From an optimization exercise on the open Yosys and OpenROAD flow, aimed at small area and a short achievable clock period; shortcuts taken in it are not production practice. Where RTL was checked, it was by simulation tests only, not by an equivalence proof against the original. Power figures rest on the tool's default switching activity, not on a simulated workload.

==> job 5455: inputs <==
## ALU
module ALU (
    input clk, en,
    input [7:0] a, b,
    input [3:0] s,
    output reg [15:0] y,
    output reg carry,
    output zero
);
reg [7:0] a_in, b_in;
reg [2:0] qh;    
reg [2:0] rh;    
always @(posedge clk, posedge en) begin
    if (en) begin
        a_in <= 0; b_in <= 0;
    end else begin
        a_in <= a; b_in <= b;
    end
end
wire [2:0] iq3, irn;
alu_dpre u_dpre (.a(a[7:5]), .b(b), .q(iq3), .r(irn));
always @(posedge clk) begin
    qh <= iq3;
    rh <= irn;
end
wire [7:0] quo;
alu_div u_div (.a_in(a_in), .b_in(b_in), .qh(qh), .rh(rh), .quo(quo));
wire [8:0] sum, dif, inc, dec;
alu_arith u_arith (.a_in(a_in), .b_in(b_in), .sum(sum), .dif(dif), .inc(inc), .dec(dec));
wire [15:0] prod;
alu_mul u_mul (.x(a_in), .y(b_in), .p(prod));
wire [15:0] pre_y;
wire pre_c;
alu_omux u_omux (
    .s(s), .a_in(a_in), .b_in(b_in),
    .sum(sum), .dif(dif), .inc(inc), .dec(dec), .prod(prod),
    .out_y(pre_y), .c(pre_c)
);
wire [15:0] out_y;
alu_qmerge u_qm (.s(s), .pre(pre_y[7:0]), .quo(quo), .y(out_y[7:0]));
assign out_y[15:8] = pre_y[15:8];
reg zh;
always @(posedge clk, posedge en) begin
    if (en) begin
        y <= 0; carry <= 0; zh <= 0;
    end else begin
        y <= out_y; carry <= pre_c; zh <= (out_y[15:8] == 8'd0);
    end
end
alu_zdet u_zdet (.y(y[7:0]), .v(zh), .zero(zero));
endmodule
==> module ALU, before the edit <==
module ALU (
    input clk, en,
    input [7:0] a, b,
    input [3:0] s,
    output reg [15:0] y,
    output reg carry,
    output zero
);
reg [7:0] a_in, b_in;
reg [2:0] qh;    
reg [2:0] rh;    
always @(posedge clk, posedge en) begin
    if (en) begin
        a_in <= 0; b_in <= 0;
    end else begin
        a_in <= a; b_in <= b;
    end
end
wire [2:0] iq3, irn;
alu_dpre u_dpre (.a(a[7:5]), .b(b), .q(iq3), .r(irn));
always @(posedge clk) begin
    qh <= iq3;
    rh <= irn;
end
wire [7:0] quo;
alu_div u_div (.a_in(a_in), .b_in(b_in), .qh(qh), .rh(rh), .quo(quo));
wire [8:0] sum, dif, inc, dec;
alu_arith u_arith (.a_in(a_in), .b_in(b_in), .sum(sum), .dif(dif), .inc(inc), .dec(dec));
wire [15:0] prod;
alu_mul u_mul (.x(a_in), .y(b_in), .p(prod));
wire [15:0] pre_y;
wire pre_c;
alu_omux u_omux (
    .s(s), .a_in(a_in), .b_in(b_in),
    .sum(sum), .dif(dif), .inc(inc), .dec(dec), .prod(prod),
    .out_y(pre_y), .c(pre_c)
);
wire [15:0] out_y;
alu_qmerge u_qm (.s(s), .pre(pre_y[7:0]), .quo(quo), .y(out_y[7:0]));
assign out_y[15:8] = pre_y[15:8];
reg zh;
always @(posedge clk, posedge en) begin
    if (en) begin
        y <= 0; carry <= 0; zh <= 0;
    end else begin
        y <= out_y; carry <= pre_c; zh <= (out_y[15:8] == 8'd0);
    end
end
alu_zdet u_zdet (.y(y[7:0]), .v(zh), .zero(zero));
endmodule
==> module alu_div, before the edit <==
module alu_div (
    input [7:0] a_in, b_in,
    input [2:0] qh, rh,
    output [7:0] quo
);
wire [9:0] b3 = {1'b0, b_in, 1'b0} + {2'b00, b_in};
wire [7:0] q;
assign q[7:5] = qh;
wire [3:0] t3  = {rh, a_in[4]};
wire [4:0] df3 = {1'b0, t3} - {1'b0, b_in[3:0]};
assign q[4] = (b_in[7:4] == 4'd0) & ~df3[4];
wire [3:0] r3 = q[4] ? df3[3:0] : t3;
genvar gi;
generate for (gi = 4; gi < 8; gi = gi + 2) begin : dstep
    localparam W = gi + 2;
    wire [gi-1:0] r;
    wire [W-1:0] t = {r, a_in[7-gi], a_in[6-gi]};
    wire [W:0] d1 = {1'b0, t} - {1'b0, b_in[W-1:0]};
    wire [W-1:0] d2 = {1'b0, t[W-1:1]} - {1'b0, b_in[W-2:0]};
    wire [W:0] d3 = {1'b0, t} - {1'b0, b3[W-1:0]};
    wire hz1, hz2, hz3;
    if (W == 8) begin : last
        assign hz1 = 1'b1;
        assign hz2 = ~b_in[7];
    end else begin : nl
        assign hz1 = (b_in[7:W] == 0);
        assign hz2 = (b_in[7:W-1] == 0);
    end
    assign hz3 = (b3[9:W] == 0);
    wire c1 = hz1 & ~d1[W];
    wire c2 = hz2 & ~d2[W-1];
    wire c3 = hz3 & ~d3[W];
    assign q[7-gi] = c2;
    assign q[6-gi] = c2 ? c3 : c1;
    wire [W-1:0] rn = c3 ? d3[W-1:0] : c2 ? {d2[W-2:0], t[0]} : c1 ? d1[W-1:0] : t;
    if (gi == 4) begin : first
        assign r = r3;
    end else begin : nf
        assign r = dstep[gi-2].rn[gi-1:0];
    end
end endgenerate
assign quo = (b_in == 8'd0) ? 8'd0 : q;
endmodule
==> module alu_dpre, before the edit <==
module alu_dpre (
    input [7:5] a,
    input [7:0] b,
    output [2:0] q,
    output [2:0] r
);
wire       ib_hz = (b[7:2] == 6'd0);
wire [1:0] iq = !ib_hz          ? 2'd0 :
                (b[1:0] == 2'd0) ? 2'd3 :          
                (b[1:0] == 2'd1) ? a[7:6] :
                (b[1:0] == 2'd2) ? {1'b0, a[7]} : {1'b0, &a[7:6]};
wire [1:0] ir = !ib_hz          ? a[7:6] :
                (b[1:0] == 2'd0) ? a[7:6] :
                (b[1:0] == 2'd1) ? 2'd0 :
                (b[1:0] == 2'd2) ? {1'b0, a[6]} : ((&a[7:6]) ? 2'd0 : a[7:6]);
wire [2:0] it  = {ir, a[5]};
wire [3:0] idf = {1'b0, it} - {1'b0, b[2:0]};
wire       ige = (b[7:3] == 5'd0) & ~idf[3];
wire [2:0] irn = ige ? idf[2:0] : it;
assign q = {iq, ige};
assign r = irn;
endmodule
Settings: LEC_CHECK=0, CAP_MARGIN=20, CORE_MARGIN=2, CORE_UTILIZATION=55, SLEW_MARGIN=20; clock period 30.0 ns.
standard.sh (not shown) runs the stock make flow with config.mk's settings and CLKGATE_MAP_FILE= SYNTH_SCRIPT=/design/flow/synth_recipe.tcl, a recipe that flattens the netlist after the stock synthesis.
==> flow/flow/run.sh <==
#!/bin/bash
# Layout flow: the standard flow (standard.sh) with these changes:
#  - synthesis leaves adders to ABC: no full/half-adder cell extraction
#    (ADDER_MAP_FILE empty) and no Kogge-Stone carry lookahead map
#    (SYNTH_OPERATIONS_ARGS replaces the -extra-map default);
#  - ABC maps the design with an area-oriented script (flow/abc_area.script),
#    except the zero-flag detector (KEEP_MODULES), which stays a module
#    through synthesis and gets a delay-oriented one (flow/abc_speed.script);
#    flow/prep.py edits a copy of synth.tcl for this, and synth_recipe.tcl
#    still flattens the result;
#  - timing repair aims at a setup slack of 22.5 ns, so that it sizes and
#    buffers the critical paths (the constraints themselves are unchanged);
#  - ports are buffered with buf_2 cells rather than the buffer cell that
#    buffer_ports picks by itself.
set -euo pipefail
here=$(pwd)
rm -rf "$here/scripts"
cp -r "$FLOW_HOME/scripts" "$here/scripts"
cp "$here/flow/abc_speed.script" "$here/scripts/abc_speed_mod.script"
cp "$here/flow/abc_area.script" "$here/scripts/abc_area_mod.script"
python3 "$here/flow/prep.py" "$here/scripts/synth.tcl" > "$here/prep.log" 2>&1
export KEEP_MODULES="alu_zdet"
bash standard.sh SCRIPTS_DIR="$here/scripts" \
  ADDER_MAP_FILE= SYNTH_OPERATIONS_ARGS=-nofsm \
  "BUFFER_PORTS_ARGS=-buffer_cell sky130_fd_sc_hd__buf_2" \
  SETUP_SLACK_MARGIN=22.5 finish > "$here/flow_make.log" 2>&1
==> flow/flow/abc_area.script <==
strash
&get -n
&dch -f
&nf -R 1000
&put
topo
==> flow/flow/abc_speed.script <==
strash
balance
map
topo
==> flow/flow/prep.py <==
# Edit a copy of ORFS's synth.tcl:
#  - keep the modules named in KEEP_MODULES as modules through synthesis
#    (synth_recipe.tcl flattens the design afterwards as usual);
#  - ABC maps those modules with abc_speed_mod.script (delay-oriented) and
#    the rest of the design with abc_area_mod.script (area-oriented).
import sys
p = sys.argv[1]
s = open(p).read()
old1 = "  synth -flatten -run :fine {*}$synth_full_args\n"
new1 = ("  foreach m $::env(KEEP_MODULES) { setattr -mod -set keep_hierarchy 1 $m }\n"
        + old1)
old2 = "  log_cmd abc {*}$abc_args\n"
new2 = """  set speed_args [lreplace $abc_args 1 1 $::env(SCRIPTS_DIR)/abc_speed_mod.script]
  set area_args [lreplace $abc_args 1 1 $::env(SCRIPTS_DIR)/abc_area_mod.script]
  log_cmd abc {*}$speed_args {*}$::env(KEEP_MODULES)
  log_cmd abc {*}$area_args $::env(DESIGN_NAME)
"""
for o, n in ((old1, new1), (old2, new2)):
    assert s.count(o) == 1, o
    s = s.replace(o, n)
open(p, "w").write(s)
==> job 8427: changes against job 5455 <==
--- a/flow/design.v
+++ b/flow/design.v
@@ -7,8 +7,8 @@
     output zero
 );
 reg [7:0] a_in, b_in;
-reg [2:0] qh;    
-reg [2:0] rh;    
+reg [1:0] qh;    
+reg [1:0] rh;    
 always @(posedge clk, posedge en) begin
     if (en) begin
         a_in <= 0; b_in <= 0;
@@ -16,11 +16,11 @@
         a_in <= a; b_in <= b;
     end
 end
-wire [2:0] iq3, irn;
-alu_dpre u_dpre (.a(a[7:5]), .b(b), .q(iq3), .r(irn));
+wire [1:0] iq2, ir2;
+alu_dpre u_dpre (.a(a[7:6]), .b(b), .q(iq2), .r(ir2));
 always @(posedge clk) begin
-    qh <= iq3;
-    rh <= irn;
+    qh <= iq2;
+    rh <= ir2;
 end
 wire [7:0] quo;
 alu_div u_div (.a_in(a_in), .b_in(b_in), .qh(qh), .rh(rh), .quo(quo));
@@ -38,25 +38,30 @@
 wire [15:0] out_y;
 alu_qmerge u_qm (.s(s), .pre(pre_y[7:0]), .quo(quo), .y(out_y[7:0]));
 assign out_y[15:8] = pre_y[15:8];
+wire ph = (prod[15:8] != 8'd0);
 reg zh;
 always @(posedge clk, posedge en) begin
     if (en) begin
         y <= 0; carry <= 0; zh <= 0;
     end else begin
-        y <= out_y; carry <= pre_c; zh <= (out_y[15:8] == 8'd0);
+        y <= out_y; carry <= pre_c; zh <= ~((s == 4'd4) & ph) & ~out_y[8];
     end
 end
 alu_zdet u_zdet (.y(y[7:0]), .v(zh), .zero(zero));
 endmodule
 module alu_div (
     input [7:0] a_in, b_in,
-    input [2:0] qh, rh,
+    input [1:0] qh, rh,
     output [7:0] quo
 );
 wire [9:0] b3 = {1'b0, b_in, 1'b0} + {2'b00, b_in};
 wire [7:0] q;
-assign q[7:5] = qh;
-wire [3:0] t3  = {rh, a_in[4]};
+assign q[7:6] = qh;
+wire [2:0] t2  = {rh, a_in[5]};
+wire [3:0] df2 = {1'b0, t2} - {1'b0, b_in[2:0]};
+assign q[5] = (b_in[7:3] == 5'd0) & ~df2[3];
+wire [2:0] r2 = q[5] ? df2[2:0] : t2;
+wire [3:0] t3  = {r2, a_in[4]};
 wire [4:0] df3 = {1'b0, t3} - {1'b0, b_in[3:0]};
 assign q[4] = (b_in[7:4] == 4'd0) & ~df3[4];
 wire [3:0] r3 = q[4] ? df3[3:0] : t3;
@@ -118,26 +123,20 @@
 assign dec[8] = ~cd[8];
 endmodule
 module alu_dpre (
-    input [7:5] a,
+    input [7:6] a,
     input [7:0] b,
-    output [2:0] q,
-    output [2:0] r
+    output [1:0] q,
+    output [1:0] r
 );
-wire       ib_hz = (b[7:2] == 6'd0);
-wire [1:0] iq = !ib_hz          ? 2'd0 :
-                (b[1:0] == 2'd0) ? 2'd3 :          
-                (b[1:0] == 2'd1) ? a[7:6] :
-                (b[1:0] == 2'd2) ? {1'b0, a[7]} : {1'b0, &a[7:6]};
-wire [1:0] ir = !ib_hz          ? a[7:6] :
-                (b[1:0] == 2'd0) ? a[7:6] :
-                (b[1:0] == 2'd1) ? 2'd0 :
-                (b[1:0] == 2'd2) ? {1'b0, a[6]} : ((&a[7:6]) ? 2'd0 : a[7:6]);
-wire [2:0] it  = {ir, a[5]};
-wire [3:0] idf = {1'b0, it} - {1'b0, b[2:0]};
-wire       ige = (b[7:3] == 5'd0) & ~idf[3];
-wire [2:0] irn = ige ? idf[2:0] : it;
-assign q = {iq, ige};
-assign r = irn;
+wire ib_hz = (b[7:2] == 6'd0);
+assign q = !ib_hz          ? 2'd0 :
+           (b[1:0] == 2'd0) ? 2'd3 :          
+           (b[1:0] == 2'd1) ? a[7:6] :
+           (b[1:0] == 2'd2) ? {1'b0, a[7]} : {1'b0, &a[7:6]};
+assign r = !ib_hz          ? a[7:6] :
+           (b[1:0] == 2'd0) ? a[7:6] :
+           (b[1:0] == 2'd1) ? 2'd0 :
+           (b[1:0] == 2'd2) ? {1'b0, a[6]} : ((&a[7:6]) ? 2'd0 : a[7:6]);
 endmodule
 module alu_zdet (
     input [7:0] y,
--- a/flow/flow/run.sh
+++ b/flow/flow/run.sh
@@ -10,6 +10,8 @@
 #    still flattens the result;
 #  - timing repair aims at a setup slack of 22.5 ns, so that it sizes and
 #    buffers the critical paths (the constraints themselves are unchanged);
+#  - clock tree synthesis runs with ORFS's own arguments plus
+#    -dont_use_dummy_load (no extra load cells on the clock tree);
 #  - ports are buffered with buf_2 cells rather than the buffer cell that
 #    buffer_ports picks by itself.
 set -euo pipefail
@@ -23,4 +25,5 @@
 bash standard.sh SCRIPTS_DIR="$here/scripts" \
   ADDER_MAP_FILE= SYNTH_OPERATIONS_ARGS=-nofsm \
   "BUFFER_PORTS_ARGS=-buffer_cell sky130_fd_sc_hd__buf_2" \
+  "CTS_ARGS=-sink_clustering_enable -repair_clock_nets -dont_use_dummy_load" \
   SETUP_SLACK_MARGIN=22.5 finish > "$here/flow_make.log" 2>&1
==> results.txt <==
Job 8427 produced a clean layout. Job 5455 completed with no timing, DRC or antenna violations. In clock skew, job 8427 and job 5455 hardly differ. Global-route usage: job 8427 is lower than job 5455 (0.67 points). Between job 8427 and job 5455, the lower first-iteration DRC count is in job 8427 (gap about 26%, measured against job 5455). Between job 5455 and job 8427, the lower total power is in job 8427 (gap 8.8%, measured against job 8427). Against job 8427, the sequential power of job 5455 is higher by 7.3%.
Only the layout flow was run in job 5455; the RTL was not checked for function there.

afterwards: timing with drivers on the ports:
No port has a modelled driver above. Below, the same layouts with a new extraction and two added sets of constraints. Step 1: set_driving_cell puts a clkbuf_16 on clk and a buf_2 on each other input, an assumption about the parent block. Step 2, shift: input delay + t, output delay - t, t = (earliest + latest rising clock arrival at the registers) / 2. This alone moves slack from input paths to output paths. a / b / c = ideal / step 1 / step 2; a / b = the first two.
| run | shift t [ns] | setup WS [ns] | worst setup path after step 2 | clock arrival spread, ns |
|---|---|---|---|---|
| job 5455 | 0.327 | 22.540 / 22.551 / 22.224 | input to register | 0.008 / 0.008 |
| job 8427 | 0.326 | 22.614 / 22.628 / 22.303 | input to register | 0.006 / 0.007 |
After both steps every run listed still meets setup and hold. The setup slack of job 5455, which loses most, moves by +0.011 ns with the drivers and by -0.316 ns with both steps.
